This is an optimization exercise on Yosys and OpenROAD, whose aim is small area, not a production implementation. Only simulation tests tie the RTL to the original design; equivalence was not proved. Power is estimated from default activity; no workload was simulated.

==> inputs of umber <==
## M216A_TopModule
module M216A_TopModule(
    input        clk_i,
    input  [4:0] width_i,
    input  [4:0] height_i,
    output [7:0] index_x_o,
    output [7:0] index_y_o,
    output [3:0] strike_o,
    input        rst_i
);
==> module M216A_TopModule, before the edit <==
module M216A_TopModule(
    input        clk_i,
    input  [4:0] width_i,
    input  [4:0] height_i,
    output [7:0] index_x_o,
    output [7:0] index_y_o,
    output [3:0] strike_o,
    input        rst_i
);
reg       act;       
reg [1:0] ph;        
reg       v2;        
wire samp  = act ? (ph == 2'd0) : (height_i != 5'd0);
wire shift = act & (ph == 2'd0);
wire fin   = act & (ph == 2'd3) & v2;
always @(posedge clk_i or posedge rst_i) begin
    if (rst_i) begin
        act <= 1'b0;
        ph  <= 2'd0;
        v2  <= 1'b0;
    end else begin
        if (samp) act <= 1'b1;
        if (samp | act) ph <= ph + 2'd1;
        if (shift) v2 <= 1'b1;
    end
end
reg [3:0] h1;
reg [4:0] w1, w2;
always @(posedge clk_i) begin
    if (samp) begin
        h1 <= height_i[3:0];
        w1 <= width_i;
    end
    if (shift)
        w2 <= w1;
end
reg [6:0] occ [0:12];
reg [6:0] ru;
reg [3:0] rid;
reg       rf;
wire [12:0] rs;      
genvar g;
generate
    for (g = 0; g <= 12; g = g + 1) begin : dec
        assign rs[g] = (rid == g);
    end
endgenerate
wire hA = (h1 == 4'd4), hB = (h1 == 4'd5), hC = (h1 == 4'd6), hD = (h1 == 4'd7),
     hE = (h1 == 4'd8), hF = (h1 == 4'd9), hG = (h1 == 4'd10), hH = (h1 == 4'd11),
     hI = (h1 == 4'd12);
wire hJ = ~(hA | hB | hC | hD | hE | hF | hG | hH | hI);
wire [12:0] s1 = {hJ, 1'b0, 1'b0, hA, hI, hB, hH, hC, hG, hD, hF, 1'b0, hE};
wire [12:0] s2 = {1'b0, rs[12], 1'b0, 1'b0, rs[6], rs[9], rs[4], rs[7], rs[2],
                  rs[5], 1'b0, rs[0], rs[3]};
wire [12:0] s3 = {1'b0, 1'b0, (rs[12] & ~rf) | (rs[11] & rf), 7'd0,
                  (rs[0] & ~rf) | (rs[1] & rf), (rs[3] & ~rf) | (rs[0] & rf), 1'b0};
wire rd1 = (ph == 2'd0);
wire rd2 = (ph == 2'd1);
wire rd3 = (ph == 2'd2);
wire [12:0] sel = rd1 ? s1 : rd2 ? s2 : rd3 ? s3 : 13'd0;
reg [6:0] cu;
reg [3:0] cid;
integer i;
always @(*) begin
    cu  = 7'd0;
    cid = 4'd0;
    for (i = 0; i <= 12; i = i + 1) begin
        cu  = cu  | ({7{sel[i]}} & occ[i]);
        cid = cid | ({4{sel[i]}} & i[3:0]);
    end
end
wire take = rd1 | ((sel != 13'd0) & (cu < ru));
always @(posedge clk_i) begin
    if (take) begin
        ru  <= cu;
        rid <= cid;
        rf  <= rd2;
    end
end
wire       z      = (ru == 7'd0);
wire [7:0] sum    = (ru | {7{z}}) + w2;
wire       strike = sum[7] & ~z;
wire       clr  = ~act;
wire [6:0] wdat = clr ? 7'd0 : sum[6:0];
always @(posedge clk_i) begin
    for (i = 0; i <= 12; i = i + 1)
        if (clr | (fin & ~strike & rs[i]))
            occ[i] <= wdat;
end
wire [3:0] yc = (rid == 4'd11) ? 4'd12 : (rid == 4'd12) ? 4'd14 : rid;
reg [6:0] xo;
reg [3:0] yo;
reg       so;
reg [3:0] cnt;
always @(posedge clk_i or posedge rst_i) begin
    if (rst_i) begin
        xo  <= 7'd0;
        yo  <= 4'd0;
        so  <= 1'b0;
        cnt <= 4'd0;
    end else if (fin) begin
        xo  <= strike ? 7'd0 : ru;
        yo  <= strike ? 4'd0 : yc;
        so  <= strike;
        cnt <= cnt + {3'd0, strike};
    end
end
wire [7:0] xdec = {1'b0, xo} + {7'd0, xo != 7'd0};
assign index_x_o = {so | xdec[7], xdec[6:0]};
assign index_y_o = {so, yo, yo == 4'd9, yo == 4'd5 || yo == 4'd7, yo == 4'd3 || yo == 4'd7};
assign strike_o  = cnt;
endmodule
==> flow/config.mk <==
export PLATFORM = sky130hd
export DESIGN_NAME = M216A_TopModule
export DESIGN_NICKNAME = M216A_TopModule
export VERILOG_FILES = /design/flow/design.v
export SDC_FILE = /design/flow/constraint.sdc
export NUM_CORES = 4
export LEC_CHECK = 0
export ABC_AREA = 1
export CAP_MARGIN = 20
export CORE_MARGIN = 2
export CORE_UTILIZATION = 60
export CTS_BUF_LIST = sky130_fd_sc_hd__clkbuf_8
export CTS_CLUSTER_DIAMETER = 200
export CTS_CLUSTER_SIZE = 50
export GPL_TIMING_DRIVEN = 0
export SLEW_MARGIN = 20
==> flow/constraint.sdc <==
create_clock -name core_clock -period 6.0 [get_ports {clk_i}]
set_input_delay 1.2000 -clock core_clock [delete_from_list [all_inputs] [get_ports {clk_i}]]
set_output_delay 1.2000 -clock core_clock [all_outputs]
set_load 0.01 [all_outputs]
run.sh (not shown) runs the stock make flow with config.mk's settings and CLKGATE_MAP_FILE= SYNTH_SCRIPT=/design/flow/synth_recipe.tcl, a recipe that flattens the netlist after the stock synthesis.
==> indigo (differences from umber) <==
--- a/flow/design.v
+++ b/flow/design.v
@@ -9,18 +9,14 @@
 );
-reg       act;       
-reg [1:0] ph;        
-reg       v2;        
-wire samp  = act ? (ph == 2'd0) : (height_i != 5'd0);
-wire shift = act & (ph == 2'd0);
-wire fin   = act & (ph == 2'd3) & v2;
+reg [2:0] c;
+wire idle  = (c == 3'd0);
+wire samp  = idle ? (height_i != 5'd0) : (c == 3'd4);
+wire shift = (c == 3'd4);
+wire fin   = (c == 3'd7);
 always @(posedge clk_i or posedge rst_i) begin
-    if (rst_i) begin
-        act <= 1'b0;
-        ph  <= 2'd0;
-        v2  <= 1'b0;
-    end else begin
-        if (samp) act <= 1'b1;
-        if (samp | act) ph <= ph + 2'd1;
-        if (shift) v2 <= 1'b1;
-    end
+    if (rst_i)
+        c <= 3'd0;
+    else if (fin)
+        c <= 3'd4;
+    else if (!idle || samp)
+        c <= c + 3'd1;
 end
@@ -37,2 +33,5 @@
 reg [6:0] occ [0:12];
+function [3:0] yc(input integer s);
+    yc = (s == 11) ? 4'd12 : (s == 12) ? 4'd14 : s[3:0];
+endfunction
 reg [6:0] ru;
@@ -44,3 +43,3 @@
     for (g = 0; g <= 12; g = g + 1) begin : dec
-        assign rs[g] = (rid == g);
+        assign rs[g] = (rid == yc(g));
     end
@@ -56,5 +55,5 @@
                   (rs[0] & ~rf) | (rs[1] & rf), (rs[3] & ~rf) | (rs[0] & rf), 1'b0};
-wire rd1 = (ph == 2'd0);
-wire rd2 = (ph == 2'd1);
-wire rd3 = (ph == 2'd2);
+wire rd1 = (c == 3'd4);
+wire rd2 = (c == 3'd5);
+wire rd3 = (c == 3'd6);
 wire [12:0] sel = rd1 ? s1 : rd2 ? s2 : rd3 ? s3 : 13'd0;
@@ -68,6 +67,6 @@
         cu  = cu  | ({7{sel[i]}} & occ[i]);
-        cid = cid | ({4{sel[i]}} & i[3:0]);
+        cid = cid | ({4{sel[i]}} & yc(i));
     end
 end
-wire take = rd1 | ((sel != 13'd0) & (cu < ru));
+wire take = rd1 | ((sel != 13'd0) & ({cu == 7'd1, cu} < {ru == 7'd1, ru}));
 always @(posedge clk_i) begin
@@ -79,7 +78,6 @@
 end
-wire       z      = (ru == 7'd0);
-wire [7:0] sum    = (ru | {7{z}}) + w2;
-wire       strike = sum[7] & ~z;
-wire       clr  = ~act;
-wire [6:0] wdat = clr ? 7'd0 : sum[6:0];
+wire [7:0] sum    = ru + w2;
+wire       strike = (ru == 7'd1) ? (w2 != 5'd0) : (sum[7] & (sum[6:0] != 7'd0));
+wire       clr  = idle;
+wire [6:0] wdat = clr ? 7'd0 : {sum[6:1], sum[0] | sum[7]};
 always @(posedge clk_i) begin
@@ -89,6 +87,4 @@
 end
-wire [3:0] yc = (rid == 4'd11) ? 4'd12 : (rid == 4'd12) ? 4'd14 : rid;
 reg [6:0] xo;
 reg [3:0] yo;
-reg       so;
 reg [3:0] cnt;
@@ -98,8 +94,6 @@
         yo  <= 4'd0;
-        so  <= 1'b0;
         cnt <= 4'd0;
     end else if (fin) begin
-        xo  <= strike ? 7'd0 : ru;
-        yo  <= strike ? 4'd0 : yc;
-        so  <= strike;
+        xo  <= strike ? 7'd2 : ru;
+        yo  <= strike ? 4'd0 : rid;
         cnt <= cnt + {3'd0, strike};
@@ -107,4 +101,5 @@
 end
-wire [7:0] xdec = {1'b0, xo} + {7'd0, xo != 7'd0};
-assign index_x_o = {so | xdec[7], xdec[6:0]};
+wire       so   = (xo == 7'd2);
+wire       x128 = (xo[6:2] == 5'd0) & (xo[1] ^ xo[0]);
+assign index_x_o = x128 ? 8'd128 : {1'b0, xo};
 assign index_y_o = {so, yo, yo == 4'd9, yo == 4'd5 || yo == 4'd7, yo == 4'd3 || yo == 4'd7};
==> flow/flow/run.sh (new file) <==
#!/bin/bash
# Layout flow: the standard synthesis, then its combinational logic is
# mapped again for area with ABC (every register instance is kept as it is,
# same name and cell), then the standard layout steps from floorplan on.
# Each tool's output goes to a log of its own in the work folder.
set -euo pipefail
W=$(pwd)
R=$W/orfs/results/$FLOW_PLATFORM/M216A_TopModule/base
LIB=$FLOW_HOME/platforms/$FLOW_PLATFORM/lib/sky130_fd_sc_hd__tt_025C_1v80.lib
YOSYS=$(dirname "$FLOW_HOME")/tools/install/yosys/bin/yosys

bash standard.sh synth > "$W/flow_synth.log" 2>&1
cp "$R/1_2_yosys.v" "$W/std_synth.v"

# register cell types in the standard netlist
FFS=$(grep -o 'sky130_fd_sc_hd__[a-z]*df[a-z0-9_]*\|sky130_fd_sc_hd__dl[a-z0-9_]*' "$W/std_synth.v" | sort -u | tr '\n' ' ')
DONT=$(sed -n '/DONT_USE_CELLS += /,/^$/p' "$FLOW_HOME/platforms/$FLOW_PLATFORM/config.mk" \
       | grep -o 'sky130_fd_sc_hd__[a-z0-9_]*' | sed 's/^/-dont_use /' | tr '\n' ' ')

# 1: combinational cells as logic, register cells kept as instances; map again
cat > "$W/remap1.ys" <<EOT
read_liberty -ignore_miss_func $LIB
read_verilog $W/std_synth.v
hierarchy -top $FLOW_TOP
setattr -mod -set keep_hierarchy 1 $FFS
flatten
opt -purge $FLOW_TOP
abc -liberty $LIB $DONT -script $W/flow/remap.abc $FLOW_TOP
cd $FLOW_TOP
select -set ports i:* o:* %u
rename -hide w:* @ports %d
opt_clean -purge
cd
select $FLOW_TOP
write_verilog -noattr -nohex -nodec -selected $W/remap1.v
EOT
"$YOSYS" -s "$W/remap1.ys" > "$W/flow_remap1.log" 2>&1

# 2: clean up as ORFS's synthesis does, with the cells as black boxes
cat > "$W/remap2.ys" <<EOT
read_liberty -lib $LIB
read_verilog $W/remap1.v
hierarchy -check -top $FLOW_TOP
splitnets
opt_clean -purge
hilomap -singleton -hicell sky130_fd_sc_hd__conb_1 HI -locell sky130_fd_sc_hd__conb_1 LO
insbuf -buf sky130_fd_sc_hd__buf_4 A X
check -assert -mapped
stat -liberty $LIB
write_verilog -noattr -nohex -nodec $W/remap.v
EOT
"$YOSYS" -s "$W/remap2.ys" > "$W/flow_remap2.log" 2>&1
cp "$W/remap.v" "$R/1_2_yosys.v"

# Clock tree as the standard flow builds it, without the dummy loads it adds
# to balance the tree.
CTS_ARGS="-sink_clustering_enable -repair_clock_nets -sink_clustering_size 30"
CTS_ARGS="$CTS_ARGS -buf_list ${CTS_BUF:-sky130_fd_sc_hd__clkbuf_8} -dont_use_dummy_load"
# Every input and output port gets a buffer, as in the standard flow; here
# the smallest buffer cell.
bash standard.sh CTS_ARGS="$CTS_ARGS" \
    BUFFER_PORTS_ARGS="-buffer_cell sky130_fd_sc_hd__buf_1" \
    finish > "$W/flow_layout.log" 2>&1
==> flow/flow/remap.abc (new file) <==
strash
&get -n
&deepsyn -T 60 -S 1
&put
dch -f
amap
topo
stime -c
==> flow/standard.sh (new file) <==
#!/bin/bash
# synth_recipe.tcl (not shown) runs the flow's synth.tcl, then flattens the netlist and writes it again
# the make line also repeats each setting of config.mk as NAME=value (left out here)
make -C /OpenROAD-flow-scripts/flow DESIGN_CONFIG=/design/flow/config.mk WORK_HOME=/design/flow/orfs CLKGATE_MAP_FILE= SYNTH_SCRIPT=/design/flow/synth_recipe.tcl "${@:-finish}"
- CAP_MARGIN: 20 -> 0
- CTS_CLUSTER_DIAMETER: 200 -> default
- CTS_CLUSTER_SIZE: 50 -> 30
- SLEW_MARGIN: 20 -> 0
removed: flow/run.sh
==> summary of the runs <==
In indigo the fmax is smaller than in umber, by 24%. Between indigo and umber, the lower synthesized cell count is in indigo (gap about 27%, measured against umber). Of indigo and umber, indigo has the higher sequential share of layout area (gap 10 points). Against indigo, the cell count of umber is higher by 34%. First-iteration DRC count: umber is larger than indigo (52%). Against indigo, the critical path depth of umber is lower by 2. Against umber, the flip-flop and latch count of indigo is lower by 2.
==> figures <==
Outcome: umber no timing/DRC/antenna violations; indigo no timing/DRC/antenna violations
Length of routed met3 wiring: umber 1040 microns; indigo 976 microns
Synthesized area divided by synthesized cell count: umber 11.3 sq um; indigo 13.6 sq um
Final non-filler cell total: umber 741; indigo 554
Final worst-path cycle share: umber 0.674; indigo 0.889
Source of the critical timing path: umber ph[0]; indigo c[1]
Global-route wire length before repair: umber 21100 microns; indigo 18600 microns
Post-route minimum period: umber 4.05 ns; indigo 5.33 ns
Post-route standard cell area excluding fillers: umber 7030 sq um; indigo 5900 sq um
Worst reg2reg startpoint: umber ph[0]; indigo c[1]
Post-placement cell area: umber 6630 sq um; indigo 5670 sq um
Power of the clock network: umber 731 uW; indigo 535 uW
Placement Rows: umber 36; indigo 34
Final design utilization: umber 0.713; indigo 0.677
End of the worst hold path: umber w2[2]; indigo w2[4]

re-timing with driven ports:
How much do the figures lean on ideal ports? The routed layouts below were timed once more, with nothing changed but the port constraints.
Step 1 (the two cells are an assumption about what drives the block):
set clk [get_ports {clk_i}]
set_driving_cell -lib_cell sky130_fd_sc_hd__clkbuf_16 $clk
set_driving_cell -lib_cell sky130_fd_sc_hd__buf_2 [delete_from_list [all_inputs] $clk]
Step 2 moves the port delays by t, midway between the first and last clock arrival at a register: inputs arrive t later, outputs are due t later. That takes back most of the time a late clock gives input paths.
a / b / c = ideal / step 1 / step 2; a / b = the first two.
run	t (ns)	setup WS [ns]	hold WS [ns]	slew at the worst register clock pin (ns)
umber	0.459	1.954 / 1.954 / 1.954	0.423 / 0.423 / 0.423	0.08 / 0.08
indigo	0.458	0.667 / 0.667 / 0.667	0.408 / 0.408 / 0.408	0.09 / 0.09
After both steps setup and hold are still met in every run listed.
